From an optimization exercise on the open Yosys and OpenROAD flow, aimed at small area; shortcuts taken in it are not production practice.
Function was checked by simulation only, so behaviour that the tests miss may differ from the original.

==> flow/design.v, too long to show whole: its modules and the start of the top module <==
// module fir_filt: 143 lines
// module fir_mac: 996 lines
module fir_filt
#(
	parameter sig_width = 12,
	parameter reg_width = 32,
	parameter coef_width = 24,
	parameter coef_count = 8,
	localparam coef_id_w = $clog2(coef_count),
	parameter max_shift = 32,
	localparam max_shift_w = $clog2(max_shift)
)
(
	input rst,
	input flush,
	input clk,
	input [coef_id_w-1:0] addr,
	input [coef_width-1:0] coef,
	input coef_ready,
	output reg coef_done,
	output [coef_width-1:0] coef_r,
	input result_shift_ready,
	input [max_shift_w-1:0] result_shift_i,
	output reg result_shift_done,
	output reg [max_shift_w-1:0] result_shift,
	input conv_done,
	input [sig_width-1:0] adc_in_a,
	input [sig_width-1:0] adc_in_b,
	output [sig_width-1:0] filt_out_a,
	output [sig_width-1:0] filt_out_b,
	output reg filt_done
);
  // ...
==> flow/flow/run.sh <==
#!/bin/bash
# The standard synthesis, then polarity.py drops inverters from its netlist
# (full adders and gates with a complemented twin change polarity), then the
# standard layout of that netlist.
set -euo pipefail
R=orfs/results/${FLOW_PLATFORM}/fir_filt/base
LIB=${FLOW_HOME}/platforms/${FLOW_PLATFORM}/lib/sky130_fd_sc_hd__tt_025C_1v80.lib
bash standard.sh synth > synth.log 2>&1
cp $R/1_2_yosys.v $R/1_2_yosys.standard.v
python3 flow/polarity.py $LIB $R/1_2_yosys.standard.v $R/1_2_yosys.v > polarity.log 2>&1
rm -f $R/1_synth.odb $R/1_synth.sdc
bash standard.sh "BUFFER_PORTS_ARGS=-buffer_cell sky130_fd_sc_hd__buf_2" finish > layout.log 2>&1
==> flow/flow/polarity.py <==
#!/usr/bin/env python3
"""Re-chooses the output polarity of full adders and of gates that have a
complemented twin in the library, to drop inverters from a mapped netlist.

A full adder is self-dual: with all three inputs inverted, both outputs come
out inverted. A gate such as and2 has a twin, nand2, with the same inputs and
the complemented output. Every inverter of the netlist is taken out; each
signal is then driven in one polarity, and one inverter is put back for a
signal only where some load needs the other polarity. A local search picks
the polarities that minimise the area of the cells that change.

usage: polarity.py LIB IN.v OUT.v
"""
import re, sys, random, collections

LIB, SRC, DST = sys.argv[1:4]
P = "sky130_fd_sc_hd__"

# --- library: area, pins, and functions of one-output cells ---------------
lib = open(LIB).read()
cells = {}
for m in re.finditer(r'\n\s*cell\s*\(\s*"?(\w+)"?\s*\)\s*\{', lib):
    name = m.group(1)
    start = m.end()
    # find the end of this cell: next "cell (" at the same level
    nxt = re.search(r'\n\s*cell\s*\(', lib[start:])
    body = lib[start:start + nxt.start()] if nxt else lib[start:]
    area = float(re.search(r'area\s*:\s*([\d.]+)', body).group(1))
    pins = {}
    for pm in re.finditer(r'\n\s*pin\s*\(\s*"?(\w+)"?\s*\)\s*\{', body):
        pb = body[pm.end():pm.end() + 4000]
        d = re.search(r'direction\s*:\s*"?(\w+)"?', pb).group(1)
        f = re.search(r'function\s*:\s*"([^"]*)"', pb.split('\n\s*pin')[0]) if d == 'output' else None
        pins[pm.group(1)] = (d, f.group(1) if f else None)
    cells[name] = dict(area=area, pins=pins, ff=('ff (' in body or 'ff(' in body or 'latch' in body))

def truth(func, ins):
    expr = func.replace('!', ' not ').replace('&', ' and ').replace('|', ' or ').replace('+', ' or ')
    expr = re.sub(r'\b([A-Z]\w*)\b', lambda m: f'v["{m.group(1)}"]', expr)
    tt = 0
    for i in range(1 << len(ins)):
        v = {p: bool((i >> k) & 1) for k, p in enumerate(ins)}
        tt |= int(bool(eval(expr))) << i
    return tt

bad = re.compile(r'lpflow|probe|dly|clkdly|conb|tap|fill|decap|diode|sdf|dfx|dfr|dfs|dfb|edf|dl[xr]|ebuf|einv|mux2i|macro')
func1 = {}
for n, c in cells.items():
    if not n.startswith(P) or bad.search(n) or c['ff']:
        continue
    outs = [p for p, (d, f) in c['pins'].items() if d == 'output']
    ins = sorted(p for p, (d, f) in c['pins'].items() if d == 'input')
    if len(outs) != 1 or c['pins'][outs[0]][1] is None or len(ins) > 6:
        continue
    try:
        tt = truth(c['pins'][outs[0]][1], ins)
    except Exception:
        continue
    func1[n] = (tuple(ins), outs[0], tt)

twin = {}
for n, (ins, o, tt) in func1.items():
    comp = tt ^ ((1 << (1 << len(ins))) - 1)
    best = None
    for m, (ins2, o2, tt2) in func1.items():
        if ins2 == ins and tt2 == comp:
            if best is None or cells[m]['area'] < cells[best]['area']:
                best = m
    if best:
        twin[n] = (best, o, func1[best][1])

INV = P + "inv_1"
A_INV = cells[INV]['area']

# --- netlist ----------------------------------------------------------------
src = open(SRC).read()
mods = re.findall(r'\nmodule ', src)
assert len(mods) <= 1 and src.count('module ') == 1, "one module expected"
assert not re.search(r'^\s*assign\s', src, re.M), "assign statements not handled"
assert not re.search(r"\d'[bh]", src), "constants not handled"
head_end = re.search(r'\n\s*' + P + r'\w+\s+\S+\s*\(', src).start()
head = src[:head_end]
tail = '\nendmodule\n'
inst = []
for m in re.finditer(r'\n\s*(' + P + r'\w+)\s+(\S+)\s*\((.*?)\);', src[head_end:], re.S):
    t, name, body = m.groups()
    pins = {}
    for pm in re.finditer(r'\.(\w+)\(\s*([^()]*?)\s*\)', body):
        pins[pm.group(1)] = pm.group(2)
    inst.append([t, name, pins])

ports_out = set()
ports_in = set()
for m in re.finditer(r'^\s*(input|output)\s*(\[(\d+):(\d+)\])?\s*(\w+);', head, re.M):
    d, _, hi, lo, nm = m.groups()
    names = [nm] if hi is None else [f"{nm}[{i}]" for i in range(int(lo), int(hi) + 1)]
    (ports_out if d == 'output' else ports_in).update(names)

def outpins(t):
    return [p for p, (d, f) in cells[t]['pins'].items() if d == 'output']

driver = {}
loads = collections.defaultdict(list)
for i, (t, name, pins) in enumerate(inst):
    ops = outpins(t)
    for p, n in pins.items():
        if n == '':
            continue
        if p in ops:
            driver[n] = (i, p)
        else:
            loads[n].append((i, p))

is_inv = lambda t: re.fullmatch(P + r'(inv|clkinv)_\d+', t) is not None
is_fa = lambda t: re.fullmatch(P + r'fa_\d+', t) is not None

# base signal of each net through inverters
base = {}
def get_base(n):
    if n in base:
        return base[n]
    d = driver.get(n)
    if d is not None and is_inv(inst[d[0]][0]) and n not in ports_out:
        b, k = get_base(inst[d[0]][2]['A'])
        r = (b, k ^ 1)
    else:
        r = (n, 0)
    base[n] = r
    return r

nets = set(driver) | set(loads)
for n in nets:
    get_base(n)

# variables: FA cells (flip all) and twin cells (flip output)
var = {}
for i, (t, name, pins) in enumerate(inst):
    if is_fa(t) or (t in twin and not is_inv(t)):
        var[i] = 0
# a driver whose signal reaches an output port keeps its polarity
fixed = set()
for n in ports_out:
    b, k = base.get(n, (n, 0))
    d = driver.get(b)
    if d is not None and d[0] in var:
        fixed.add(d[0])

# loads of each base signal: (cell index, pin, parity); cell -1 = output port
bl = collections.defaultdict(list)
for n in nets:
    b, k = base[n]
    for (i, p) in loads[n]:
        if is_inv(inst[i][0]) and inst[i][2]['Y'] not in ports_out:
            continue
        bl[b].append((i, p, k))
    if n in ports_out:
        bl[b].append((-1, n, k))

def produced(b):
    d = driver.get(b)
    if d is None:
        return 0
    return var.get(d[0], 0)

def need(i, k):
    return k ^ (var.get(i, 0) if i >= 0 and is_fa(inst[i][0]) else 0)

def cost_b(b):
    q = produced(b)
    return A_INV if any(need(i, k) != q for (i, p, k) in bl[b]) else 0.0

def cell_cost(i):
    t = inst[i][0]
    if var.get(i) and t in twin:
        return cells[twin[t][0]]['area'] - cells[t]['area']
    return 0.0

# bases touched by a variable
touch = collections.defaultdict(set)
for i in var:
    t, name, pins = inst[i]
    for p, n in pins.items():
        if n == '' or n not in base:
            continue
        b = base[n][0]
        if p in outpins(t):
            touch[i].add(b)
        elif is_fa(t):
            touch[i].add(b)

def total():
    return sum(cost_b(b) for b in bl) + sum(cell_cost(i) for i in var)

before = total() + 0.0
orig_inv = sum(A_INV if is_inv(t) else 0 for t, _, _ in inst)
random.seed(1)
order = [i for i in var if i not in fixed]
def delta_flip(i):
    old = sum(cost_b(b) for b in touch[i]) + cell_cost(i)
    var[i] ^= 1
    new = sum(cost_b(b) for b in touch[i]) + cell_cost(i)
    return new - old
# simulated annealing over single flips, then greedy descent
import math
cur = total()
best = cur
best_var = dict(var)
steps = 400 * len(order)
for s_ in range(steps):
    T = 4.0 * (0.002 ** (s_ / steps))
    i = random.choice(order)
    d = delta_flip(i)
    if d <= 0 or random.random() < math.exp(-d / T):
        cur += d
        if cur < best - 1e-9:
            best = cur
            best_var = dict(var)
    else:
        var[i] ^= 1
var.update(best_var)
for it in range(30):
    random.shuffle(order)
    changed = 0
    for i in order:
        d = delta_flip(i)
        if d < -1e-9:
            changed += 1
        else:
            var[i] ^= 1
    if not changed:
        break
after = total()

# --- rebuild ----------------------------------------------------------------
newinst = []
extra_wires = []
cnt = [0]
inv_net = {}
def inverted(b):
    if b not in inv_net:
        cnt[0] += 1
        w = f"_pol{cnt[0]}_"
        extra_wires.append(w)
        src_net = b
        newinst.append([INV, f"_polinv{cnt[0]}_", {"A": src_net, "Y": w}])
        inv_net[b] = w
    return inv_net[b]

# net names: a base's driver keeps the base's net name, carrying its produced
# polarity; the other polarity is an inverter's output.
out_port_driver = {}
for i, (t, name, pins) in enumerate(inst):
    if is_inv(t) and pins['Y'] not in ports_out:
        continue
    t2 = t
    np = {}
    flip_out = var.get(i, 0) and t in twin
    if flip_out:
        t2, oldo, newo = twin[t]
    for p, n in pins.items():
        if n == '' or n not in base:
            np[p] = n
            continue
        if p in outpins(t):
            np[newo if flip_out and p == oldo else p] = n
            continue
        b, k = base[n]
        want = need(i, k)
        np[p] = b if want == produced(b) else inverted(b)
    newinst.append([t2, name, np])

# output ports: the port net must carry the true value
for n in ports_out:
    b, k = base.get(n, (n, 0))
    if b == n:
        continue
    q = produced(b)
    srcn = b if k == q else inverted(b)
    # drive the port from srcn with an inverter pair would add cells; instead
    # re-point: the port net name is driven by an inverter of the other polarity
    if k != q:
        raise SystemExit("port polarity case not handled")
    cnt[0] += 1
    newinst.append([P + "buf_1", f"_polbuf{cnt[0]}_", {"A": b, "X": n}])

def fmt(n):
    return n + ' ' if n.startswith('\\') else n
out = [head]
for w in extra_wires:
    out.append(f"  wire {w};\n")
for t, name, pins in newinst:
    ps = ",\n".join(f"    .{p}({fmt(n)})" for p, n in pins.items())
    out.append(f"  {t} {fmt(name)} (\n{ps}\n  );\n")
out.append("endmodule\n")
open(DST, 'w').write("".join(out))
nfa = sum(1 for i in var if is_fa(inst[i][0]) and var[i])
ntw = sum(1 for i in var if not is_fa(inst[i][0]) and var[i])
print(f"inverters before {orig_inv/A_INV:.0f}, after {len(inv_net)}; flipped {nfa} adders, {ntw} gates; "
      f"area change {after - before - orig_inv + 0.0:+.1f} (model {before:.1f} -> {after:.1f})")
==> flow/standard.sh <==
#!/bin/bash
# synth_recipe.tcl (not shown) runs the flow's synth.tcl, then flattens the netlist and writes it again
# the make line also repeats each setting of config.mk as NAME=value (left out here)
make -C /OpenROAD-flow-scripts/flow DESIGN_CONFIG=/design/flow/config.mk WORK_HOME=/design/flow/orfs CLKGATE_MAP_FILE= SYNTH_SCRIPT=/design/flow/synth_recipe.tcl "${@:-finish}"
==> flow/config.mk <==
export PLATFORM = sky130hd
export DESIGN_NAME = fir_filt
export DESIGN_NICKNAME = fir_filt
export VERILOG_FILES = /design/flow/design.v
export SDC_FILE = /design/flow/constraint.sdc
export NUM_CORES = 4
export LEC_CHECK = 0
export ABC_AREA = 1
export CAP_MARGIN = 20
export CORE_MARGIN = 2
export CORE_UTILIZATION = 55
export CTS_CLUSTER_DIAMETER = 100
export CTS_CLUSTER_SIZE = 30
export SLEW_MARGIN = 20
==> flow/constraint.sdc <==
create_clock -name core_clock -period 10.0 [get_ports {clk}]
set_input_delay 2.0000 -clock core_clock [delete_from_list [all_inputs] [get_ports {clk}]]
set_output_delay 2.0000 -clock core_clock [all_outputs]
set_load 0.01 [all_outputs]
==> flow_metrics.tcl, run 1 <==
set metrics [dict create \
    dp_cells 4564 \
    status "timing/DRC/antenna clean" \
    final_common_cell "nand2_1" \
    hold_slack_ns 0.324 \
    nMultiInputCombCells 2661 \
    seq_share 0.313 \
    drt-initial-drc-count 2581 \
    fin_ws_ns 0.393 \
    vias_per_cell 5.81 \
    final-max-slew-violation-count 0 \
    cts_root_buffer "clkbuf_16" \
    grt_use_met2 0.560 \
    drive_gt1_frac 0.0941 \
    postCtsSetupRepairBufs 0 \
    num-nonclk-inverters 334 \
    synthToLayoutAreaGrowth_pct 9.23 \
    worst_slew_pin_slew_ns 1.04 \
    buf_share 0.0470 \
    antenna_found_initial 2 \
    cts-resized-gates 0 \
    postPlaceCellArea_sq_mm 0.0364 \
    n_all_buffers 269 \
    post-route-util 0.609 \
    port_buffers 117 \
    drc 0 \
    met2_length_mm 51.0 \
    fillCellCount 5284 \
]
==> run 2, diff against run 1 <==
--- a/flow/flow/run.sh
+++ b/flow/flow/run.sh
@@ -10,3 +10,3 @@
 python3 flow/polarity.py $LIB $R/1_2_yosys.standard.v $R/1_2_yosys.v > polarity.log 2>&1
 rm -f $R/1_synth.odb $R/1_synth.sdc
-bash standard.sh "BUFFER_PORTS_ARGS=-buffer_cell sky130_fd_sc_hd__buf_2" finish > layout.log 2>&1
+bash standard.sh "BUFFER_PORTS_ARGS=-buffer_cell sky130_fd_sc_hd__buf_1" GPL_KEEP_OVERFLOW=0 finish > layout.log 2>&1
--- a/flow/config.mk
+++ b/flow/config.mk
@@ -9,6 +9,6 @@
 export CAP_MARGIN = 20
 export CORE_MARGIN = 2
-export CORE_UTILIZATION = 55
-export CTS_CLUSTER_DIAMETER = 100
-export CTS_CLUSTER_SIZE = 30
+export CORE_UTILIZATION = 62
+export CTS_CLUSTER_DIAMETER = 80
+export CTS_CLUSTER_SIZE = 20
 export SLEW_MARGIN = 20
==> run 2 against run 1 <==
  * Critical path depth fell by 3
  * Worst setup slack got worse by 0.089 ns
  * Worst hold slack lost 0.0010 ns
  * Cell count is 1.7% lower
  * Still clean
  * First-iteration DRC count increased by 17%
  * Critical path type unchanged
==> flow_metrics.tcl, run 2 <==
set metrics [dict create \
    clkTransAtPathRegs_ns 0.08 \
    ant_nets 0 \
    relSlewSlack 0.261 \
    gp_congestion 0.967 \
    regMostFlops "coeffs" \
    postPlaceCellArea_sq_mm 0.0356 \
    die_x_microns 240 \
    overflow 0 \
    drc 0 \
    synth_cells 3631 \
    multi_input_area_sq_mm 0.0211 \
    cts_root_buffer "clkbuf_16" \
    die_area_sq_mm 0.0574 \
    required_ns 8.00 \
    cts_tree "yes" \
    period_minus_slack_ns 9.70 \
    finalHoldViolCount 0 \
    final_common_cell "nand2_1" \
    cts_htree_levels 1 \
    fmax_ghz 0.103 \
    drive_gt1_frac 0.0915 \
    grt_pass1_wl_mm 167 \
    grt_pass1_vias 28400 \
    final_area_sq_mm 0.0381 \
    cts_buffers 31 \
    syn_nets 4282 \
    clk_latency_ns 0.65 \
    final_cells 4551 \
    track_usage 0.391 \
    seq_area_sq_mm 0.0118 \
    status "timing/DRC/antenna clean" \
    hp-class "reg -> reg" \
    port_buffers 117 \
    drt-initial-drc-count 3014 \
    cp-start-kind "flop" \
    avgSynthCellArea_sq_um 9.47 \
    chipHeight_microns 240 \
    crit_arrival_ns 7.70 \
    fillCellCount 4289 \
    synthToLayoutAreaGrowth_pct 10.8 \
    dp_cells 4365 \
    final-max-slew-violation-count 0 \
    routed_wirelength_mm 111 \
    io_pins 118 \
    vias_per_cell 6.12 \
    netlist_area_sq_mm 0.0344 \
    n_antenna_cell 0 \
    hpwl_mm 78.8 \
    setup_viol 0 \
    grtUsageMet3 0.104 \
    rows 86 \
    core_area_sq_mm 0.0550 \
    busiest_layer "met2" \
    end_kind "primary output" \
    vias 27900 \
    grt_max_degree 42 \
    antenna_found_initial 1 \
    worst_slew_pin_slew_ns 1.11 \
    worstSetupPathType "reg -> out" \
    reg.largest.list "coeffs x192, ring_a x84, ring_b x84" \
    cts.sinks 488 \
    maxCapViolCount 0 \
    grt_use_met2 0.616 \
    clockBufferDepth 3 \
    routedWlPerCell_microns 24.4 \
    skew_ns 0.0473 \
    period_share 0.970 \
    yosysWarningCount 4 \
    cp_max_fo 24 \
    fin_nets 4437 \
    dr.pass1.iters 6 \
    cts_hold_buffers 0 \
    initial_utilization 0.625 \
    largest_reg_flops 192 \
    layout_common_cells "nand2_1, fa_1, nor2_1, inv_1, dfxtp_1" \
    grt_use_met1 0.497 \
]
-- run 2: worst paths after layout --
path	start	to	slack (ns)	depth (start not counted)
setup / recovery	csel[1]	filt_out_a[0]	0.30	27
setup reg to reg	csel[1]	acc_a[16]	3.71	18
hold / removal	ring_a[4][3]	ring_a[5][3]	0.32	0
hold reg to reg	ring_a[4][3]	ring_a[5][3]	0.32	0
-- run 2: per-layer routing --
metal	up-vias	routed length [microns]	part of all wire
met2	1865	50500	0.45
met1	13600	40000	0.36
li1	11900	-	-
met4	2	6830	0.061
met5	-	13	0.00012
met3	461	13800	0.12
-- run 2: through the flow --
stage                     TNS, ns  hold WS (ns)  setup WS (ns)   util
after CTS                       0         0.327         0.0150  0.676
after detailed placement    -9.46         0.312         -0.525  0.647
after global placement     -26.15         0.310          -1.37  0.640
final                           0         0.323          0.304  0.693
after global routing      -0.0617         0.327        -0.0530  0.693
after floorplan                 0         0.310           1.57      -
-- run 2: critical path, cell delays in order, from the launching register on --
cell,delay [ns]
dfxtp_4,0.48
a22o_1,0.26
a221oi_1,0.26
nand2_2,0.27
clkinvlp_4,0.14
buf_4,0.18
buf_4,0.24
nor2_1,0.09
fa_1,0.56
fa_1,0.45
fa_1,0.40
fa_1,0.56
fa_1,0.45
ha_1,0.34
a21oi_1,0.24
o21ai_0,0.14
a21oi_1,0.23
nand2_4,0.17
fa_1,0.69
inv_1,0.07
nand2_1,0.06
o21ai_0,0.10
a21oi_1,0.18
nand2_1,0.08
nand3_1,0.08
nand3_1,0.10
nand2_1,0.09
buf_1,0.15
-- run 2: timing repair --
item | 4_1_cts | 5_1_grt
endpoints found under the setup margin | 24 | 24
pin swaps | 0 | 18
gates resized for setup | 58 | 67
cloned | 3 | 1
buffers inserted | 56 | 73
-- run 2: area by class of cell --
type,count,area share
flip-flops and latches,488,0.309
inverters,334,0.0372
clock inverters,10,0.00315
well taps,748,0.0246
multi-input cells,2661,0.554
repair inverters,4,0.000821
clock buffers,40,0.0215
repair buffers,266,0.0490
==> run 3, diff against run 2 <==
--- a/flow/flow/run.sh
+++ b/flow/flow/run.sh
@@ -10,3 +10,3 @@
 python3 flow/polarity.py $LIB $R/1_2_yosys.standard.v $R/1_2_yosys.v > polarity.log 2>&1
 rm -f $R/1_synth.odb $R/1_synth.sdc
-bash standard.sh "BUFFER_PORTS_ARGS=-buffer_cell sky130_fd_sc_hd__buf_1" GPL_KEEP_OVERFLOW=0 finish > layout.log 2>&1
+bash standard.sh "BUFFER_PORTS_ARGS=-buffer_cell sky130_fd_sc_hd__buf_1" finish > layout.log 2>&1
==> run 3 against run 2 <==
  * Still clean
  * Die area is the same
  * Sequential share of layout area grew 0.40 points
  * Fmax grew 0.80%
  * Cell area shrank 1.6%
  * Register-to-register slack gained 0.03 ns
  * Synthesized cell count is the same
  * Critical path type unchanged
  * Critical endpoint is now filt_out_b[10]
==> flow_metrics.tcl, run 3 <==
set metrics [dict create \
    status "timing/DRC/antenna clean" \
    routedWlPerCell_microns 24.2 \
    startpoint "head_ok" \
    reg.largest.list "coeffs x192, ring_a x84, ring_b x84" \
    crit_family "adder cells" \
    chipHeight_microns 240 \
    end_kind "primary output" \
    drc 0 \
    yosysWarningCount 4 \
    track_usage 0.393 \
    antenna_found_initial 2 \
    layout_common_cells "nand2_1, fa_1, nor2_1, inv_1, dfxtp_1" \
    ant_nets 0 \
    skew_ns 0.0319 \
    drive_gt1_frac 0.0652 \
    final-max-slew-violation-count 0 \
    syn_nets 4282 \
    met2_length_mm 49.9 \
    maxCapViolCount 0 \
    die_x_microns 240 \
    setup_viol 0 \
    gp_congestion 0.977 \
    cts_htree_levels 2 \
    drt-initial-drc-count 2797 \
    cp_max_fo 14 \
    synth_cells 3631 \
    netlist_area_sq_mm 0.0344 \
    final_cells 4552 \
    cp-start-kind "flop" \
    clk_latency_ns 0.60 \
    avgSynthCellArea_sq_um 9.47 \
    required_ns 8.00 \
    path_buf_inv 4 \
    vias 27600 \
    final_common_cell "nand2_1" \
    grt_pass1_wl_mm 166 \
    period_share 0.962 \
    r2r-start "csel[6]" \
    postPlaceCellArea_sq_mm 0.0362 \
    fmax_ghz 0.104 \
    synthToLayoutAreaGrowth_pct 9.02 \
    finalHoldViolCount 0 \
    grt_max_degree 49 \
    dr_wl_met3_mm 12.1 \
    overflow 0 \
    cts.sinks 488 \
    routed_wirelength_mm 110 \
    relSlewSlack 0.333 \
    slowest_delay_ns 0.65 \
    cts_tree "yes" \
    initial_utilization 0.625 \
    hpwl_mm 82.1 \
    topRoutingLayerUsed "met5" \
    io_pins 118 \
    cts_root_buffer "clkbuf_16" \
    rsz0062_at_grt "no" \
    fin_nets 4434 \
    clockBufferDepth 3 \
    hold_slack_ns 0.323 \
    port_buffers 117 \
    grt_pass1_vias 28600 \
    critPathSlowestCell "o21a_1" \
    final_area_sq_mm 0.0375 \
    worstSetupPathType "reg -> out" \
    cts_buffers 34 \
    hp-class "reg -> reg" \
    vias_per_cell 6.06 \
    core_area_sq_mm 0.0550 \
    dr.pass1.iters 6 \
    period_minus_slack_ns 9.62 \
    met1_length_mm 41.0 \
    die_area_sq_mm 0.0574 \
    dp_cells 4481 \
    fin_tns_setup_ns 0 \
    worst_slew_pin_slew_ns 0.999 \
    regMostFlops "coeffs" \
    rows 86 \
    crit_arrival_ns 7.62 \
    clkTransAtPathRegs_ns 0.09 \
    worstHoldStart "ring_b[3][7]" \
    largest_reg_flops 192 \
]
## run 3: repair_timing
action                     CTS  global route
setup endpoints to repair   12            24
cloned                       0             2
pin swaps                    1             1
resized for setup            3            37
buffers inserted             1            10
hold buffers                 0             0
## run 3: routing by layer
layer,GRT usage,vias to the layer above
met1,0.512,13500
met3,0.0848,425
met5,0,-
met2,0.614,1766
met4,0.219,2
li1,-,11900
## run 3: metrics by stage
step / util / setup slack [ns]
after floorplan: - / 1.57
after global placement: 0.659 / 0.473
after detailed placement: 0.659 / 0.490
after CTS: 0.678 / 0.154
after global routing: 0.682 / 0.0123
final: 0.682 / 0.381
## run 3: worst paths after layout
| kind | endpoint | cells past startpoint | slack [ns] |
|---|---|---|---|
| hold / removal | ring_b[4][7] | 0 | 0.32 |
| setup reg to reg | acc_a[26] | 23 | 3.74 |
| hold reg to reg | ring_b[4][7] | 0 | 0.32 |
| setup / recovery | filt_out_b[10] | 26 | 0.38 |
## run 3: layout make-up
class	instances	area, sq um
diodes	2	5.00
clock inverters	13	156
multi-input cells	2661	20900
flip-flops and latches	488	11700
repair buffers	264	1590
inverters	334	1290
fillers	4358	17500
clock buffers	42	881
well taps	748	936
==> run 4, diff against run 3 <==
--- a/flow/config.mk
+++ b/flow/config.mk
@@ -9,6 +9,6 @@
 export CAP_MARGIN = 20
 export CORE_MARGIN = 2
-export CORE_UTILIZATION = 62
-export CTS_CLUSTER_DIAMETER = 80
-export CTS_CLUSTER_SIZE = 20
+export CORE_UTILIZATION = 68
+export CTS_CLUSTER_DIAMETER = 90
+export CTS_CLUSTER_SIZE = 24
 export SLEW_MARGIN = 20
==> run 4 against run 3 <==
  * Utilization increased by 6.1 points
  * Clock-buffer cell count decreased by 7
  * Worst setup slack worse by 0.14 ns
  * Cell area down 0.74%
  * Sequential cell count unchanged
  * Critical endpoint is now filt_out_a[8]
  * Worst hold slack worse by 0.0017 ns
  * Sequential share of layout area rose by 0.23 points
  * Routed wire length increased by 0.21%
  * Still clean
==> flow_metrics.tcl, run 4 <==
set metrics [dict create \
    status "timing/DRC/antenna clean" \
    cpMostUsedCell "fa_1" \
    hpwl_mm 81.6 \
    overflow 0 \
    fmax_ghz 0.102 \
    drt-initial-drc-count 3207 \
    die_area_sq_mm 0.0524 \
    die_x_microns 229 \
    vias 28000 \
    fin_ws_ns 0.239 \
    ant_nets 0 \
    hold_path_depth 0 \
    r2r-start "csel[7]" \
    gp_congestion 1.00 \
    cts_buffers 26 \
    initial_utilization 0.687 \
    fillCellCount 3569 \
    cts_hold_buffers 0 \
    period_minus_slack_ns 9.76 \
    dr.pass1.iters 6 \
    setup_viol 0 \
    cts_tree "yes" \
    track_usage 0.428 \
    rsz0062_at_grt "yes" \
    critPathSlowestCell "fa_1" \
    slowest_delay_ns 0.56 \
    post-route-util 0.743 \
    netlist_area_sq_mm 0.0344 \
    clk_latency_ns 0.64 \
    skew_ns 0.0243 \
    finalHoldViolCount 0 \
    worst_slew_pin_slew_ns 1.04 \
    grt_pass1_vias 29100 \
    period_share 0.976 \
    hp-class "reg -> reg" \
    n_antenna_cell 0 \
    synth_cells 3631 \
    drive_gt1_frac 0.0630 \
    final_cells 4463 \
    required_ns 8.00 \
    antenna_found_initial 3 \
    final_area_sq_mm 0.0372 \
    r2r_end "acc_a[24]" \
    routedWlPerCell_microns 24.7 \
    end_kind "primary output" \
    port_buffers 117 \
    clkTransAtPathRegs_ns 0.09 \
    syn_nets 4282 \
    maxCapViolCount 0 \
    cts_htree_levels 1 \
    dp_cells 4391 \
    chipHeight_microns 229 \
    worstHoldStart "ring_b[3][4]" \
    avgSynthCellArea_sq_um 9.47 \
    r2r_cells 23 \
    final_common_cell "nand2_1" \
    rows 82 \
    reg.largest.list "coeffs x192, ring_a x84, ring_b x84" \
    regMostFlops "coeffs" \
    cts_root_buffer "clkbuf_16" \
    postPlaceCellArea_sq_mm 0.0360 \
    clockBufferDepth 3 \
    io_pins 118 \
    routed_wirelength_mm 110 \
    crit_arrival_ns 7.76 \
    relSlewSlack 0.300 \
    cp_max_fo 15 \
    grt_max_degree 49 \
    ff2ff_setup_slack_ns 3.64 \
    yosysWarningCount 4 \
    drc 0 \
    core_area_sq_mm 0.0501 \
    cp-start-kind "flop" \
    largest_reg_flops 192 \
    min_to "ring_b[4][4]" \
    layout_common_cells "nand2_1, fa_1, nor2_1, inv_1, dfxtp_1" \
    final-max-slew-violation-count 0 \
    worstSetupPathType "reg -> out" \
    grt_pass1_wl_mm 167 \
    fin_nets 4428 \
    synthToLayoutAreaGrowth_pct 8.21 \
    vias_per_cell 6.28 \
    post-place-ws_ns 0.623 \
    cts.sinks 488 \
]
==> run 4: cell count changes in the layout (fill, tap and decap cells not counted), sizes merged <==
cell | previous run | this run
buf | 264 | 266
bufinv | 0 | 1
clkinvlp | 11 | 15
clkbuf | 42 | 35
diode | 2 | 0
inv | 318 | 310
clkinv | 18 | 15
==> run 4: how the worst max path moves through the flow <==
stage,cells past startpoint,to,slack (ns),start
final,29,filt_out_a[8],0.24,csel[7]
after global routing,30,filt_out_a[5],-0.06,csel[2]
after CTS,28,filt_out_b[9],0.04,csel[7]
after detailed placement,28,filt_out_a[8],0.62,csel[0]
after global placement,28,filt_out_a[6],0.70,csel[0]
after floorplan,29,filt_out_b[0],1.57,last
==> run 4: final cells by class <==
cell class,count,area [sq um],share of cell area
Timing Repair Buffer,266,1620,0.0435
Multi-Input combinational cell,2661,20900,0.561
Clock inverter,7,125,0.00336
Sequential cell,488,11700,0.316
Tap cell,672,841,0.0226
Inverter,334,1310,0.0352
Clock buffer,35,684,0.0184
==> run 4: repair_timing <==
| action | in CTS | in global routing |
|---|---|---|
| hold endpoints to repair | 0 | 0 |
| gates resized for setup | 3 | 36 |
| setup endpoints to repair | 11 | 24 |
| setup buffers | 0 | 29 |
| pin swaps | 0 | 1 |
==> run 4: through the flow <==
| stage | hold WS (ns) | TNS, ns |
|---|---|---|
| after global placement | 0.310 | 0 |
| final | 0.321 | 0 |
| after detailed placement | 0.312 | 0 |
| after CTS | 0.328 | 0 |
| after floorplan | 0.310 | 0 |
| after global routing | 0.330 | -0.459 |
==> run 4: critical path: cells and delay by family (launching register included) <==
family                     cells  cell delay [ns]
buffers and inverters          6             1.06
DFF                            1             0.42
and+or+nand+nor               10             1.22
adders and majority gates      7             3.16
xor gates and xnor gates       1             0.17
AOI/OAI and AO/OA              5             1.03
==> run 4: routing by layer <==
metal,up-vias,share of wire,GRT usage
met5,-,0.00034,0
met3,519,0.13,0.107
li1,11900,-,-
met4,6,0.077,0.263
met1,13600,0.34,0.537
met2,2031,0.45,0.675
==> run 5, diff against run 4 <==
--- a/flow/flow/run.sh
+++ b/flow/flow/run.sh
@@ -1,6 +1,6 @@
 #!/bin/bash
 # The standard synthesis, then polarity.py drops inverters from its netlist
-# (full adders and gates with a complemented twin change polarity), then the
-# standard layout of that netlist.
+# (full adders, half adders and gates change polarity), then the standard
+# layout of that netlist, with buf_1 cells as the port buffers.
 set -euo pipefail
 R=orfs/results/${FLOW_PLATFORM}/fir_filt/base
==> flow/flow/polarity.py (replaced) <==
#!/usr/bin/env python3
"""Re-chooses the polarity of the signals of a mapped netlist to drop inverters.

Every inverter of the netlist is taken out. Each signal is then driven in one
polarity, and one inverter is put back for a signal only where some load needs
the other polarity. A cell may change so that it needs all its inputs inverted
or gives its output inverted:
  - a full adder is self-dual: with all inputs inverted, both outputs invert;
  - a one-output gate may become the library gate that computes the same
    function of inverted inputs and/or with an inverted output (and2 -> nand2,
    and2 -> nor2 of inverted inputs, ...), with the same input pins;
  - a half adder may take both inputs inverted, as an xor2 and a nor2.
A simulated annealing search picks the choices that minimise the area.
Registers, ports and every other cell keep their polarity.

usage: polarity.py LIB IN.v OUT.v
"""
import re, sys, random, math, collections

LIB, SRC, DST = sys.argv[1:4]
P = "sky130_fd_sc_hd__"

# --- library ---------------------------------------------------------------
lib = open(LIB).read()
cells = {}
heads = list(re.finditer(r'\n\s*cell\s*\(\s*"?(\w+)"?\s*\)\s*\{', lib))
for k, m in enumerate(heads):
    body = lib[m.end():heads[k + 1].start() if k + 1 < len(heads) else len(lib)]
    area = float(re.search(r'area\s*:\s*([\d.]+)', body).group(1))
    pins = {}
    pm_all = list(re.finditer(r'\n\s*pin\s*\(\s*"?(\w+)"?\s*\)\s*\{', body))
    for q, pm in enumerate(pm_all):
        pb = body[pm.end():pm_all[q + 1].start() if q + 1 < len(pm_all) else len(body)]
        d = re.search(r'direction\s*:\s*"?(\w+)"?', pb).group(1)
        f = re.search(r'function\s*:\s*"([^"]*)"', pb) if d == 'output' else None
        pins[pm.group(1)] = (d, f.group(1) if f else None)
    cells[m.group(1)] = dict(area=area, pins=pins,
                             seq=bool(re.search(r'\b(ff|latch|statetable)\s*\(', body)))

def truth(func, ins):
    expr = func.replace('!', ' not ').replace('&', ' and ').replace('|', ' or ').replace('+', ' or ')
    expr = re.sub(r'\b([A-Z]\w*)\b', lambda m: f'v["{m.group(1)}"]', expr)
    tt = 0
    for i in range(1 << len(ins)):
        v = {p: bool((i >> k) & 1) for k, p in enumerate(ins)}
        tt |= int(bool(eval(expr))) << i
    return tt

bad = re.compile(r'lpflow|probe|dly|conb|tap|fill|decap|diode|ebuf|einv|macro|clk')
func1 = {}
for n, c in cells.items():
    if not n.startswith(P) or bad.search(n) or c['seq']:
        continue
    outs = [p for p, (d, f) in c['pins'].items() if d == 'output']
    ins = tuple(sorted(p for p, (d, f) in c['pins'].items() if d == 'input'))
    if len(outs) != 1 or c['pins'][outs[0]][1] is None or not 1 <= len(ins) <= 6:
        continue
    try:
        func1[n] = (ins, outs[0], truth(c['pins'][outs[0]][1], ins))
    except Exception:
        pass
by_func = {}
for n, (ins, o, tt) in func1.items():
    key = (ins, tt)
    if key not in by_func or cells[n]['area'] < cells[by_func[key]]['area']:
        by_func[key] = n

def variants(t):
    """(in_inv, out_inv) -> replacement cell for a one-output gate t."""
    if t not in func1:
        return {}
    ins, o, tt = func1[t]
    N = 1 << len(ins)
    full = (1 << N) - 1
    res = {(0, 0): t}
    for ii in (0, 1):
        for oo in (0, 1):
            if (ii, oo) == (0, 0):
                continue
            t2 = 0
            for x in range(N):
                bit = (tt >> (x ^ (full if ii else 0) & (N - 1))) & 1
                t2 |= (bit ^ oo) << x
            r = by_func.get((ins, t2))
            if r:
                res[(ii, oo)] = r
    return res

INV = P + "inv_1"
A_INV = cells[INV]['area']
XOR2, NOR2 = P + "xor2_1", P + "nor2_1"

# --- netlist ----------------------------------------------------------------
src = open(SRC).read()
assert src.count('\nmodule ') + src.startswith('module ') == 1, "one module expected"
assert not re.search(r'^\s*assign\s', src, re.M), "assign statements not handled"
assert not re.search(r"\d'[bh]", src), "constants not handled"
head_end = re.search(r'\n\s*' + P + r'\w+\s+\S+\s*\(', src).start()
head = src[:head_end]
inst = []
for m in re.finditer(r'\n\s*(' + P + r'\w+)\s+(\S+)\s*\((.*?)\);', src[head_end:], re.S):
    t, name, body = m.groups()
    pins = {pm.group(1): pm.group(2) for pm in re.finditer(r'\.(\w+)\(\s*([^()]*?)\s*\)', body)}
    inst.append([t, name, pins])

ports_out = set()
for m in re.finditer(r'^\s*output\s*(\[(\d+):(\d+)\])?\s*(\w+);', head, re.M):
    _, hi, lo, nm = m.groups()
    ports_out.update([nm] if hi is None else [f"{nm}[{i}]" for i in range(int(lo), int(hi) + 1)])

def outpins(t):
    return [p for p, (d, f) in cells[t]['pins'].items() if d == 'output']

driver = {}
loads = collections.defaultdict(list)
for i, (t, name, pins) in enumerate(inst):
    ops = outpins(t)
    for p, n in pins.items():
        if n == '':
            continue
        if p in ops:
            driver[n] = (i, p)
        else:
            loads[n].append((i, p))

is_inv = lambda t: re.fullmatch(P + r'(inv|clkinv)_\d+', t) is not None
is_fa = lambda t: re.fullmatch(P + r'fa_\d+', t) is not None
is_ha = lambda t: re.fullmatch(P + r'ha_\d+', t) is not None
removable = lambda i: is_inv(inst[i][0]) and inst[i][2]['Y'] not in ports_out

base = {}
def get_base(n):
    if n not in base:
        d = driver.get(n)
        if d is not None and removable(d[0]):
            b, k = get_base(inst[d[0]][2]['A'])
            base[n] = (b, k ^ 1)
        else:
            base[n] = (n, 0)
    return base[n]
nets = set(driver) | set(loads)
for n in nets:
    get_base(n)

# states of each flexible cell: list of (in_inv, out_inv, area change)
states = {}
for i, (t, name, pins) in enumerate(inst):
    if removable(i):
        continue
    a0 = cells[t]['area']
    if is_fa(t):
        states[i] = [(0, 0, 0.0), (1, 1, 0.0)]
    elif is_ha(t):
        states[i] = [(0, 0, 0.0), (1, 0, cells[XOR2]['area'] + cells[NOR2]['area'] - a0)]
    else:
        v = variants(t)
        if len(v) > 1:
            states[i] = [(0, 0, 0.0)] + [(ii, oo, cells[r]['area'] - a0)
                                         for (ii, oo), r in v.items() if (ii, oo) != (0, 0)]
# a driver whose signal reaches an output port keeps its output polarity;
# a cell with an unconnected pin keeps its form
for i in list(states):
    t, name, pins = inst[i]
    if any(n == '' for n in pins.values()) or any(pins.get(p) in ports_out for p in outpins(t)):
        states[i] = [s for s in states[i] if s[1] == 0 and not (is_ha(t) and s[0])]
        if len(states[i]) <= 1:
            del states[i]
sel = {i: 0 for i in states}

def in_inv(i):
    return states[i][sel[i]][0] if i in sel else 0
def out_inv(i):
    return states[i][sel[i]][1] if i in sel else 0

bl = collections.defaultdict(list)
for n in nets:
    b, k = base[n]
    for (i, p) in loads[n]:
        if removable(i):
            continue
        bl[b].append((i, k))
    if n in ports_out:
        bl[b].append((-1, k))

def produced(b):
    d = driver.get(b)
    return out_inv(d[0]) if d is not None else 0

def cost_b(b):
    q = produced(b)
    for (i, k) in bl[b]:
        if (k ^ (in_inv(i) if i >= 0 else 0)) != q:
            return A_INV
    return 0.0

def cell_cost(i):
    return states[i][sel[i]][2]

touch = collections.defaultdict(set)
for i in states:
    t, name, pins = inst[i]
    for p, n in pins.items():
        if n in base:
            touch[i].add(base[n][0])

def total():
    return sum(cost_b(b) for b in bl) + sum(cell_cost(i) for i in states)

orig_inv = sum(1 for i in range(len(inst)) if removable(i))
before = total()
random.seed(1)
order = list(states)
def local(i):
    return sum(cost_b(b) for b in touch[i]) + cell_cost(i)
cur = before
best, best_sel = cur, dict(sel)
steps = 300 * len(order)
for s_ in range(steps):
    T = 4.0 * (0.002 ** (s_ / steps))
    i = random.choice(order)
    old_s = sel[i]
    new_s = random.randrange(len(states[i]) - 1)
    new_s += new_s >= old_s
    old = local(i)
    sel[i] = new_s
    d = local(i) - old
    if d <= 0 or random.random() < math.exp(-d / T):
        cur += d
        if cur < best - 1e-9:
            best, best_sel = cur, dict(sel)
    else:
        sel[i] = old_s
sel.update(best_sel)
for it in range(30):
    changed = 0
    random.shuffle(order)
    for i in order:
        for s in range(len(states[i])):
            if s == sel[i]:
                continue
            old_s = sel[i]
            old = local(i)
            sel[i] = s
            if local(i) < old - 1e-9:
                changed += 1
            else:
                sel[i] = old_s
    if not changed:
        break
after = total()

# --- rebuild ----------------------------------------------------------------
newinst = []
extra = []
inv_net = {}
def inverted(b):
    if b not in inv_net:
        k = len(inv_net) + 1
        w = f"_pol{k}_"
        extra.append(w)
        newinst.append([INV, f"_polinv{k}_", {"A": b, "Y": w}])
        inv_net[b] = w
    return inv_net[b]

def input_net(i, n):
    b, k = base[n]
    want = k ^ in_inv(i)
    return b if want == produced(b) else inverted(b)

def rename(name, suffix):
    return name[:-1] + suffix + '_' if name.endswith('_') and not name.startswith('\\') else name + suffix

nflip = collections.Counter()
for i, (t, name, pins) in enumerate(inst):
    if removable(i):
        continue
    ii, oo = in_inv(i), out_inv(i)
    if (ii, oo) != (0, 0):
        nflip['fa' if is_fa(t) else 'ha' if is_ha(t) else 'gate'] += 1
    if is_ha(t) and ii:
        a, b_ = input_net(i, pins['A']), input_net(i, pins['B'])
        newinst.append([XOR2, rename(name, 'x'), {"A": a, "B": b_, "X": pins['SUM']}])
        newinst.append([NOR2, rename(name, 'n'), {"A": a, "B": b_, "Y": pins['COUT']}])
        continue
    t2 = t
    if i in states and not is_fa(t) and (ii, oo) != (0, 0):
        t2 = variants(t)[(ii, oo)]
    np = {}
    ops = outpins(t)
    for p, n in pins.items():
        if n == '' or n not in base:
            np[p] = n
        elif p in ops:
            np[outpins(t2)[0] if t2 != t else p] = n
        else:
            np[p] = input_net(i, n)
    newinst.append([t2, name, np])

def fmt(n):
    return n + ' ' if n.startswith('\\') else n
out = [head]
for w in extra:
    out.append(f"  wire {w};\n")
for t, name, pins in newinst:
    ps = ",\n".join(f"    .{p}({fmt(n)})" for p, n in pins.items())
    out.append(f"  {t} {fmt(name)} (\n{ps}\n  );\n")
out.append("endmodule\n")
open(DST, 'w').write("".join(out))
print(f"inverters before {orig_inv}, after {len(inv_net)}; changed {dict(nflip)}; "
      f"model cost {before:.1f} -> {after:.1f}")
--- a/flow/config.mk
+++ b/flow/config.mk
@@ -9,6 +9,6 @@
 export CAP_MARGIN = 20
 export CORE_MARGIN = 2
-export CORE_UTILIZATION = 68
-export CTS_CLUSTER_DIAMETER = 90
-export CTS_CLUSTER_SIZE = 24
+export CORE_UTILIZATION = 62
+export CTS_CLUSTER_DIAMETER = 80
+export CTS_CLUSTER_SIZE = 20
 export SLEW_MARGIN = 20
==> run 5 against run 4 <==
  * Register-to-register slack gained 0.17 ns
  * Die area grew 8.4%
  * Cell area grew 3.1%
  * Critical endpoint is now filt_out_b[9]
  * Highest routed layer unchanged
  * Via count shrank 2.4%
==> flow_metrics.tcl, run 5 <==
set metrics [dict create \
    status "timing/DRC/antenna clean" \
    vias 27400 \
    initial_utilization 0.630 \
    clk_latency_ns 0.60 \
    period_share 0.977 \
    maxCapViolCount 0 \
    routedWlPerCell_microns 24.8 \
    drive_gt1_frac 0.105 \
    relSlewSlack 0.317 \
    port_buffers 117 \
    syn_nets 4144 \
    worstSetupPathType "reg -> out" \
    drt-initial-drc-count 2530 \
    overflow 0 \
    multi_input_area_sq_mm 0.0214 \
    required_ns 8.00 \
    ant_nets 0 \
    chipHeight_microns 238 \
    fin_tns_setup_ns 0 \
    r2r_cells 24 \
    fillCellCount 3972 \
    cts_root_buffer "clkbuf_16" \
    hpwl_mm 81.0 \
    hold_path_depth 0 \
    dr.pass1.iters 6 \
    rows 85 \
    fmax_ghz 0.102 \
    finalHoldViolCount 0 \
    period_minus_slack_ns 9.77 \
    avgSynthCellArea_sq_um 9.72 \
    vias_per_cell 6.17 \
    cp_max_fo 8 \
    hp-class "reg -> reg" \
    skew_ns 0.0403 \
    largest_reg_flops 192 \
    cts_tree "yes" \
    track_usage 0.391 \
    n_antenna_cell 0 \
    cp-start-kind "flop" \
    cts_buffers 37 \
    antenna_found_initial 4 \
    die_x_microns 238 \
    setup_viol 0 \
    cts_htree_levels 2 \
    core_area_sq_mm 0.0540 \
    synth_cells 3501 \
    grt_pass1_wl_mm 165 \
    die_area_sq_mm 0.0568 \
    post-route-util 0.710 \
    crit_arrival_ns 7.77 \
    end_kind "primary output" \
    drc 0 \
    final-max-slew-violation-count 0 \
    routed_wirelength_mm 110 \
    regMostFlops "coeffs" \
    grt_pass1_vias 28600 \
    critPathSlowestCell "fa_1" \
    slowest_delay_ns 0.54 \
    fin_nets 4359 \
    clockBufferDepth 3 \
    cpMostUsedCell "fa_1" \
    worst_slew_pin_slew_ns 1.02 \
    clkTransAtPathRegs_ns 0.08 \
    io_pins 118 \
    final_common_cell "nor2_1" \
    layout_common_cells "nor2_1, nand2_1, fa_1, dfxtp_1, edfxtp_1" \
    seq_area_sq_mm 0.0118 \
    reg.largest.list "coeffs x192, ring_a x84, ring_b x84" \
    synthToLayoutAreaGrowth_pct 12.8 \
    grt_max_degree 49 \
    gp_congestion 1.02 \
    yosysWarningCount 4 \
    netlist_area_sq_mm 0.0340 \
    ff2ff_setup_slack_ns 3.81 \
    cts.sinks 488 \
]
==> run 5: cell count changes in the layout (fill, tap and decap cells not counted), sizes merged, moves of 11 or more <==
cell,before,now
or2,8,50
and3,8,43
clkinv,15,4
or3,0,42
clkinvlp,15,31
buf,266,311
nand2,794,615
nand3,266,152
nor3,14,51
and2,149,135
nor2,476,635
clkbuf,35,50
inv,310,185
==> run 5: what timing repair did <==
action                     CTS  global route
setup endpoints to repair   22            24
resized for setup           47           144
cloned                       0             4
buffers inserted            18            50
pin swaps                    0            19
hold buffers                 0             0
==> run 5: metrics by stage <==
step                cell area [sq um]  hold slack (ns)  instances  worst slack, ns
global route                    38400            0.312       4434          -0.0735
finish                          38400            0.301       4434            0.233
floorplan                       34000            0.310       3501             1.12
global placement                35900            0.310       4300            0.239
detailed placement              35900            0.312       4300            0.211
CTS                             37400            0.311       4379         -0.00720
==> run 5: per-layer routing <==
metal,vias to the layer above,wire [microns],track usage
met5,-,34,0
met4,6,7150,0.222
met3,415,12000,0.0947
met2,1758,51200,0.633
met1,13400,39700,0.485
li1,11800,-,-
==> run 5: final timing paths <==
check,end,start
worst max register to register,acc_a[19],csel[7]
worst max-delay path,filt_out_b[9],last
worst min register to register,ring_a[2][10],ring_a[1][10]
worst min-delay path,ring_a[2][10],ring_a[1][10]
==> run 5: worst max-delay path, delay by kind of cell, from the launching register on <==
kind,cells,cell delay [ns]
AOI/OAI and AO/OA,4,0.63
and+or+nand+nor,8,1.31
xor gates and xnor gates,1,0.19
DFF,1,0.35
buffers and inverters,9,1.38
adders and majority gates,7,3.29
==> run 5: layout make-up <==
type / count / share of cell area
Sequential cell: 488 / 0.306
Timing Repair inverter: 2 / 0.000326
Clock buffer: 45 / 0.0255
Tap cell: 696 / 0.0227
Clock inverter: 16 / 0.00548
Timing Repair Buffer: 316 / 0.0581
Multi-Input combinational cell: 2669 / 0.559
Inverter: 202 / 0.0229
==> run 6, diff against run 5 <==
--- a/flow/config.mk
+++ b/flow/config.mk
@@ -9,6 +9,6 @@
 export CAP_MARGIN = 20
 export CORE_MARGIN = 2
-export CORE_UTILIZATION = 62
-export CTS_CLUSTER_DIAMETER = 80
-export CTS_CLUSTER_SIZE = 20
+export CORE_UTILIZATION = 68
+export CTS_CLUSTER_DIAMETER = 90
+export CTS_CLUSTER_SIZE = 24
 export SLEW_MARGIN = 20
==> run 6 against run 5 <==
  * Clock-buffer cell count down 8
  * Synthesized cell count is the same
  * Utilization up 7.5 points
  * Area after synthesis did not move
  * Critical endpoint is now filt_out_a[3]
  * Highest routed layer unchanged
==> flow_metrics.tcl, run 6 <==
set metrics [dict create \
    final-max-slew-violation-count 0 \
    status "timing/DRC/antenna clean" \
    avgSynthCellArea_sq_um 9.72 \
    cts.sinks 488 \
    vias 28000 \
    syn_nets 4144 \
    initial_utilization 0.692 \
    dr.pass1.iters 9 \
    synth_cells 3501 \
    hp-class "reg -> reg" \
    setup_viol 0 \
    die_x_microns 228 \
    clockBufferDepth 3 \
    cts_root_buffer "clkbuf_16" \
    drt-initial-drc-count 3709 \
    antenna_found_initial 2 \
    slowest_delay_ns 0.58 \
    core_area_sq_mm 0.0492 \
    maxCapViolCount 0 \
    crit_arrival_ns 7.84 \
    synthToLayoutAreaGrowth_pct 13.4 \
    final_area_sq_mm 0.0386 \
    die_area_sq_mm 0.0518 \
    post-place-ws_ns 0.358 \
    final_cells 4417 \
    netlist_area_sq_mm 0.0340 \
    dp_cells 4272 \
    rows 81 \
    worstSetupPathType "reg -> out" \
    vias_per_cell 6.34 \
    port_buffers 117 \
    cts_buffers 28 \
    period_minus_slack_ns 9.84 \
    track_usage 0.417 \
    yosysWarningCount 4 \
    required_ns 8.00 \
    finalHoldViolCount 0 \
    cts_tree "yes" \
    routed_wirelength_mm 110 \
    grt_pass1_vias 29200 \
    io_pins 118 \
    grt_max_degree 43 \
    gp_congestion 1.09 \
    ant_nets 0 \
    post-route-util 0.785 \
    final_common_cell "nor2_1" \
    fin_nets 4379 \
    relSlewSlack 0.277 \
    end_kind "primary output" \
    hpwl_mm 78.0 \
    period_share 0.984 \
    fin_ws_ns 0.156 \
    skew_ns 0.0328 \
    reg.largest.list "coeffs x192, ring_a x84, ring_b x84" \
    fmax_ghz 0.102 \
    overflow 0 \
    drc 0 \
    drive_gt1_frac 0.112 \
    clkTransAtPathRegs_ns 0.09 \
    routedWlPerCell_microns 25.0 \
    layout_common_cells "nor2_1, nand2_1, fa_1, dfxtp_1, edfxtp_1" \
    chipHeight_microns 228 \
    cpMostUsedCell "fa_1" \
    regMostFlops "coeffs" \
    largest_reg_flops 192 \
    worst_slew_pin_slew_ns 1.08 \
    grt_pass1_wl_mm 165 \
    clk_latency_ns 0.64 \
    critPathSlowestCell "fa_1" \
    cp-start-kind "flop" \
    cp_max_fo 23 \
    postPlaceCellArea_sq_mm 0.0359 \
    cts_htree_levels 1 \
]
==> run 6: path summary, 6_finish.rpt <==
path / from / to / slack, ns / depth (start not counted)
max: head_ok / filt_out_a[3] / 0.16 / 30
min: ring_b[5][7] / ring_b[6][7] / 0.32 / 0
max reg2reg: csel[3] / acc_b[17] / 3.79 / 23
min reg2reg: ring_b[5][7] / ring_b[6][7] / 0.32 / 0
==> run 6: critical path, delay by kind of cell (launching register included) <==
family / cells / cell delay [ns]
buffers and inverters: 7 / 1.07
adder cells (fa/ha/maj): 6 / 2.66
AO/OA/AOI/OAI: 3 / 0.90
AND/OR/NAND/NOR: 14 / 2.19
flip-flops: 1 / 0.36
==> run 6: final cells by class <==
class                           count  area [sq um]
Multi-Input combinational cell   2669         21600
Sequential cell                   488         11800
Fill cell                        3165         10600
Timing Repair Buffer              344          2610
Inverter                          202           876
Tap cell                          664           831
Clock buffer                       37           734
Clock inverter                      9           153
Timing Repair inverter              3          20.0
Antenna cell                        1          2.50
==> run 6: layer usage <==
metal	vias to the layer above	GRT usage	wire (microns)
li1	11800	-	-
met1	13500	0.529	38100
met2	2094	0.646	48700
met3	576	0.123	15100
met4	2	0.238	8580
met5	-	0	13
==> run 6: per-stage QoR <==
step / hold WS [ns] / TNS (ns)
6_report: 0.322 / 0
3_3_place_gp: 0.310 / 0
3_5_place_dp: 0.312 / 0
4_1_cts: 0.327 / -0.00268
2_1_floorplan: 0.310 / 0
5_1_grt: 0.327 / -0.567
==> run 6: repair_timing <==
action,CTS,global route
gates cloned,1,7
endpoints found under the setup margin,24,24
buffers inserted,18,72
hold buffers,0,0
resized for setup,42,160
pin swaps,0,25
==> run 7, diff against run 6 <==
--- a/flow/flow/polarity.py
+++ b/flow/flow/polarity.py
@@ -47,5 +47,5 @@
     return tt
 
-bad = re.compile(r'lpflow|probe|dly|conb|tap|fill|decap|diode|ebuf|einv|macro|clk')
+bad = re.compile(r'lpflow|probe|dly|conb|tap|fill|decap|diode|ebuf|einv|macro|clk|_0$')
 func1 = {}
 for n, c in cells.items():
@@ -88,4 +88,5 @@
 
 INV = P + "inv_1"
+CHANGE = 1.0
 A_INV = cells[INV]['area']
 XOR2, NOR2 = P + "xor2_1", P + "nor2_1"
@@ -152,9 +153,9 @@
         states[i] = [(0, 0, 0.0), (1, 1, 0.0)]
     elif is_ha(t):
-        states[i] = [(0, 0, 0.0), (1, 0, cells[XOR2]['area'] + cells[NOR2]['area'] - a0)]
+        states[i] = [(0, 0, 0.0), (1, 0, cells[XOR2]['area'] + cells[NOR2]['area'] - a0 + CHANGE)]
     else:
         v = variants(t)
         if len(v) > 1:
-            states[i] = [(0, 0, 0.0)] + [(ii, oo, cells[r]['area'] - a0)
+            states[i] = [(0, 0, 0.0)] + [(ii, oo, cells[r]['area'] - a0 + CHANGE)
                                          for (ii, oo), r in v.items() if (ii, oo) != (0, 0)]
 # a driver whose signal reaches an output port keeps its output polarity;
==> run 7 against run 6 <==
  * Cell count decreased by 1.9%
  * Clock skew shrank 0.0021 ns
  * Worst setup slack improved by 0.039 ns
  * Via count is 2.0% lower
==> flow_metrics.tcl, run 7 <==
set metrics [dict create \
    status "timing/DRC/antenna clean" \
    clk_latency_ns 0.64 \
    drt-initial-drc-count 3526 \
    worstHoldStart "ring_a[4][2]" \
    initial_utilization 0.690 \
    maxCapViolCount 0 \
    rows 81 \
    port_buffers 117 \
    multi_input_area_sq_mm 0.0208 \
    ff2ff_setup_slack_ns 3.55 \
    fin_ws_ns 0.194 \
    grt_max_degree 49 \
    ant_nets 0 \
    netlist_area_sq_mm 0.0338 \
    finalHoldViolCount 0 \
    cpMostUsedCell "fa_1" \
    r2r-start "csel[3]" \
    post-route-util 0.756 \
    die_area_sq_mm 0.0515 \
    r2r_end "acc_b[17]" \
    reg.largest.list "coeffs x192, ring_a x84, ring_b x84" \
    dr.pass1.iters 13 \
    cts_buffers 30 \
    startpoint "csel[3]" \
    synthToLayoutAreaGrowth_pct 9.51 \
    clkTransAtPathRegs_ns 0.09 \
    fmax_ghz 0.102 \
    chipHeight_microns 227 \
    worstSetupPathType "reg -> out" \
    io_pins 118 \
    hpwl_mm 75.1 \
    largest_reg_flops 192 \
    routedWlPerCell_microns 24.0 \
    core_area_sq_mm 0.0490 \
    crit_arrival_ns 7.81 \
    final-max-slew-violation-count 0 \
    seq_area_sq_mm 0.0118 \
    fillCellCount 3464 \
    clockBufferDepth 3 \
    setup_viol 0 \
    required_ns 8.00 \
    end_kind "primary output" \
    yosysWarningCount 4 \
    cts_htree_levels 1 \
    r2r_cells 20 \
    vias_per_cell 6.33 \
    slowest_delay_ns 0.53 \
    post-place-ws_ns 0.430 \
    routed_wirelength_mm 104 \
    cts.sinks 488 \
    antenna_found_initial 2 \
    period_minus_slack_ns 9.81 \
    layout_common_cells "nand2_1, nor2_1, fa_1, dfxtp_1, nand3_1" \
    overflow 0 \
    syn_nets 4149 \
    gp_congestion 0.981 \
    skew_ns 0.0307 \
    drive_gt1_frac 0.0768 \
    synth_cells 3500 \
    avgSynthCellArea_sq_um 9.65 \
    track_usage 0.412 \
    hp-class "reg -> reg" \
    worst_slew_pin_slew_ns 1.24 \
    crit_end "filt_out_b[6]" \
    relSlewSlack 0.175 \
    drc 0 \
    die_x_microns 227 \
    fin_nets 4301 \
    period_share 0.981 \
    cts_root_buffer "clkbuf_16" \
    cts_tree "yes" \
    grt_pass1_vias 28000 \
    regMostFlops "coeffs" \
    vias 27500 \
    cp-start-kind "flop" \
    critPathSlowestCell "fa_1" \
    final_common_cell "nand2_1" \
    grt_pass1_wl_mm 158 \
    cp_max_fo 15 \
]
run 7: cell count changes in the layout (fill, tap and decap cells not counted), sizes merged, moves of 31 or more:
cell,before,now
and3,43,6
buf,339,267
or2,50,14
nand2,615,687
or3,42,2
nand3,152,260
nor3,51,20
run 7: cell type report:
type                    instances  share of cell area
diodes                          1           0.0000676
inverters                     199              0.0234
well taps                     664              0.0225
clock inverters                11             0.00555
flip-flops and latches        488               0.318
repair buffers                267              0.0456
multi-input cells            2663               0.563
repair inverters                3            0.000541
clock buffers                  39              0.0212
run 7: repair_timing:
item | CTS | global route
cloned | 0 | 3
setup endpoints to repair | 24 | 24
setup buffers | 1 | 66
gates resized for setup | 17 | 70
hold buffers | 0 | 0
run 7: worst max-delay path: cells and delay by family (launching register included):
family	cells	cell delay, ns
AND/OR/NAND/NOR	9	1.27
XOR/XNOR	1	0.19
adder cells (fa/ha/maj)	7	3.35
flip-flops	1	0.42
buffers and inverters	5	0.78
AO/OA/AOI/OAI	5	1.15
run 7: how the worst min path moves through the flow:
| stage | end | slack, ns | cells after the start |
|---|---|---|---|
| 6_report | ring_a[5][2] | 0.32 | 0 |
| 5_1_grt | ring_a[4][6] | 0.33 | 0 |
| 4_1_cts | ring_a[6][7] | 0.33 | 0 |
| 3_5_place_dp | ring_b[6][1] | 0.31 | 0 |
| 3_3_place_gp | ring_a[6][11] | 0.31 | 0 |
| 2_1_floorplan | ring_a[1][0] | 0.31 | 0 |
run 7: layer usage:
metal	track usage	vias up	routed length [microns]
met5	0.0283	-	173
met4	0.230	6	7020
met3	0.106	520	13500
met2	0.640	2078	47300
met1	0.528	13200	36400
li1	-	11600	-
run 7: metrics by stage:
stage	hold WS (ns)	setup TNS, ns	cells	cell area (sq um)
after floorplan	0.310	0	3500	33800
after global placement	0.310	0	4213	35100
after detailed placement	0.312	0	4213	35100
final	0.324	0	4335	37000
after global routing	0.327	-0.643	4334	37000
after CTS	0.326	0	4264	36200
==> run 8, diff against run 7 <==
--- a/flow/config.mk
+++ b/flow/config.mk
@@ -9,6 +9,6 @@
 export CAP_MARGIN = 20
 export CORE_MARGIN = 2
-export CORE_UTILIZATION = 68
-export CTS_CLUSTER_DIAMETER = 90
-export CTS_CLUSTER_SIZE = 24
+export CORE_UTILIZATION = 62
+export CTS_CLUSTER_DIAMETER = 80
+export CTS_CLUSTER_SIZE = 20
 export SLEW_MARGIN = 20
==> run 8 against run 7 <==
  * Sequential cell count did not move
  * First-iteration DRC count fell by 11%
  * Routed wire length fell by 0.79%
  * Largest cell class unchanged
  * Via count fell by 3.0%
  * Die area rose by 9.5%
  * Register-to-register slack improved by 0.11 ns
  * Critical endpoint is now filt_out_a[9]
  * Cell count rose by 0.65%
  * Critical path depth rose by 1
  * Cell area barely moved
==> flow_metrics.tcl, run 8 <==
set metrics [dict create \
    track_usage 0.375 \
    overflow 0 \
    clkTransAtPathRegs_ns 0.08 \
    period_minus_slack_ns 9.67 \
    worst_slew_pin_slew_ns 0.940 \
    crit_arrival_ns 7.67 \
    routed_wirelength_mm 103 \
    cpMostUsedCell "fa_1" \
    topRoutingLayerUsed "met4" \
    dr.pass1.iters 7 \
    ff2ff_setup_slack_ns 3.66 \
    slowest_delay_ns 0.55 \
    dr_wl_met3_mm 11.4 \
    cts_htree_levels 2 \
    cts_buffers 36 \
    syn_nets 4149 \
    grt_max_degree 49 \
    die_x_microns 237 \
    reg.largest.list "coeffs x192, ring_a x84, ring_b x84" \
    clk_latency_ns 0.60 \
    vias 26600 \
    grt_pass1_vias 27500 \
    gp_congestion 0.992 \
    synthToLayoutAreaGrowth_pct 9.50 \
    io_pins 118 \
    port_buffers 117 \
    worstSetupPathType "reg -> out" \
    largest_reg_flops 192 \
    period_share 0.967 \
    status "timing/DRC/antenna clean" \
    maxCapViolCount 0 \
    met1_length_mm 39.0 \
    chipHeight_microns 237 \
    skew_ns 0.0248 \
    met2_length_mm 48.3 \
    drc 0 \
    rows 85 \
    cts_hold_buffers 0 \
    initial_utilization 0.628 \
    synth_cells 3500 \
    final_common_cell "nand2_1" \
    required_ns 8.00 \
    seq_area_sq_mm 0.0118 \
    end_kind "primary output" \
    drive_gt1_frac 0.0706 \
    antenna_found_initial 0 \
    vias_per_cell 6.10 \
    fillCellCount 4176 \
    multi_input_area_sq_mm 0.0208 \
    hpwl_mm 76.0 \
    fin_tns_setup_ns 0 \
    drt-initial-drc-count 3122 \
    finalHoldViolCount 0 \
    cts.sinks 488 \
    die_area_sq_mm 0.0564 \
    regMostFlops "coeffs" \
    setup_viol 0 \
    avgSynthCellArea_sq_um 9.65 \
    ant_nets 0 \
    yosysWarningCount 4 \
    cp-start-kind "flop" \
    fmax_ghz 0.103 \
    hp-class "reg -> reg" \
    netlist_area_sq_mm 0.0338 \
    grt_pass1_wl_mm 158 \
    core_area_sq_mm 0.0538 \
    relSlewSlack 0.373 \
    rsz0062_at_grt "no" \
    cts_root_buffer "clkbuf_16" \
    routedWlPerCell_microns 23.7 \
    fin_nets 4295 \
    critPathSlowestCell "fa_1" \
    clockBufferDepth 3 \
    final-max-slew-violation-count 0 \
    cp_max_fo 16 \
    layout_common_cells "nand2_1, nor2_1, fa_1, dfxtp_1, nand3_1" \
    cts_tree "yes" \
]
==> run 8: metrics by stage <==
stage | utilization | cells | hold WS (ns) | instance area (sq um) | setup WS [ns]
3_3_place_gp | 0.655 | 4254 | 0.310 | 35200 | 0.550
3_5_place_dp | 0.655 | 4254 | 0.312 | 35200 | 0.446
4_1_cts | 0.677 | 4312 | 0.325 | 36400 | 0.00402
6_report | 0.687 | 4363 | 0.324 | 37000 | 0.334
5_1_grt | 0.687 | 4362 | 0.333 | 37000 | 0.00373
2_1_floorplan | - | 3500 | 0.310 | 33800 | 1.51
==> run 8: final timing paths <==
check | to | cells after the start | start
worst max register to register | acc_b[24] | 21 | csel[7]
worst max-delay path | filt_out_a[9] | 28 | csel[6]
worst min-delay path | ring_b[6][9] | 0 | ring_b[5][9]
worst min register to register | ring_b[6][9] | 0 | ring_b[5][9]
==> run 8: metal layers <==
metal	up-vias	global-route usage
met5	-	0
met4	0	0.165
met3	321	0.0948
met2	1553	0.605
met1	13100	0.485
li1	11600	-
==> run 8: final cells by class <==
class	count	area share
Multi-Input combinational cell	2663	0.562
Sequential cell	488	0.318
Timing Repair Buffer	257	0.0419
Clock buffer	47	0.0266
Tap cell	696	0.0235
Inverter	199	0.0231
Clock inverter	11	0.00470
Timing Repair inverter	1	0.000203
Antenna cell	1	0.0000676
==> run 8: repair_timing <==
item	4_1_cts	5_1_grt
cloned	0	1
setup endpoints to repair	24	24
buffers inserted	0	48
gates resized for setup	11	48
hold endpoints to repair	0	0
==> run 8: worst max-delay path, delay by kind of cell (launching register included) <==
family,cells,cell delay (ns)
simple gates,10,1.32
buf+inv,6,1.32
fa+ha+maj,7,3.12
flops,1,0.52
compound gates,4,0.64
xor+xnor,1,0.16

[static timing again, ports no longer ideal]
No port has a modelled driver above. Below, the same layouts with a new extraction and two added sets of constraints.
Step 1: set_driving_cell puts a clkbuf_16 on clk and a buf_2 on each other input, an assumption about the parent block.
Step 2 moves the port delays by t, midway between the first and last clock arrival at a register: inputs arrive t later, outputs are due t later. That takes back most of the time a late clock gives input paths.
Slacks: no drivers / after step 1 / after step 2; pairs: no drivers / after step 1.
run	shift t [ns]	slack for setup (ns)	slew at the worst register clock pin (ns)
run 1	0.666	0.393 / 0.328 / 0.994	0.11 / 0.11
run 2	0.690	0.304 / 0.239 / 0.929	0.08 / 0.08
run 3	0.649	0.381 / 0.318 / 0.967	0.09 / 0.09
run 4	0.698	0.239 / 0.174 / 0.872	0.10 / 0.10
run 5	0.643	0.233 / 0.170 / 0.814	0.08 / 0.08
run 6	0.684	0.156 / 0.092 / 0.777	0.10 / 0.10
run 7	0.683	0.194 / 0.132 / 0.816	0.10 / 0.10
run 8	0.649	0.334 / 0.274 / 0.924	0.09 / 0.09
After both steps setup and hold are still met in every run listed.
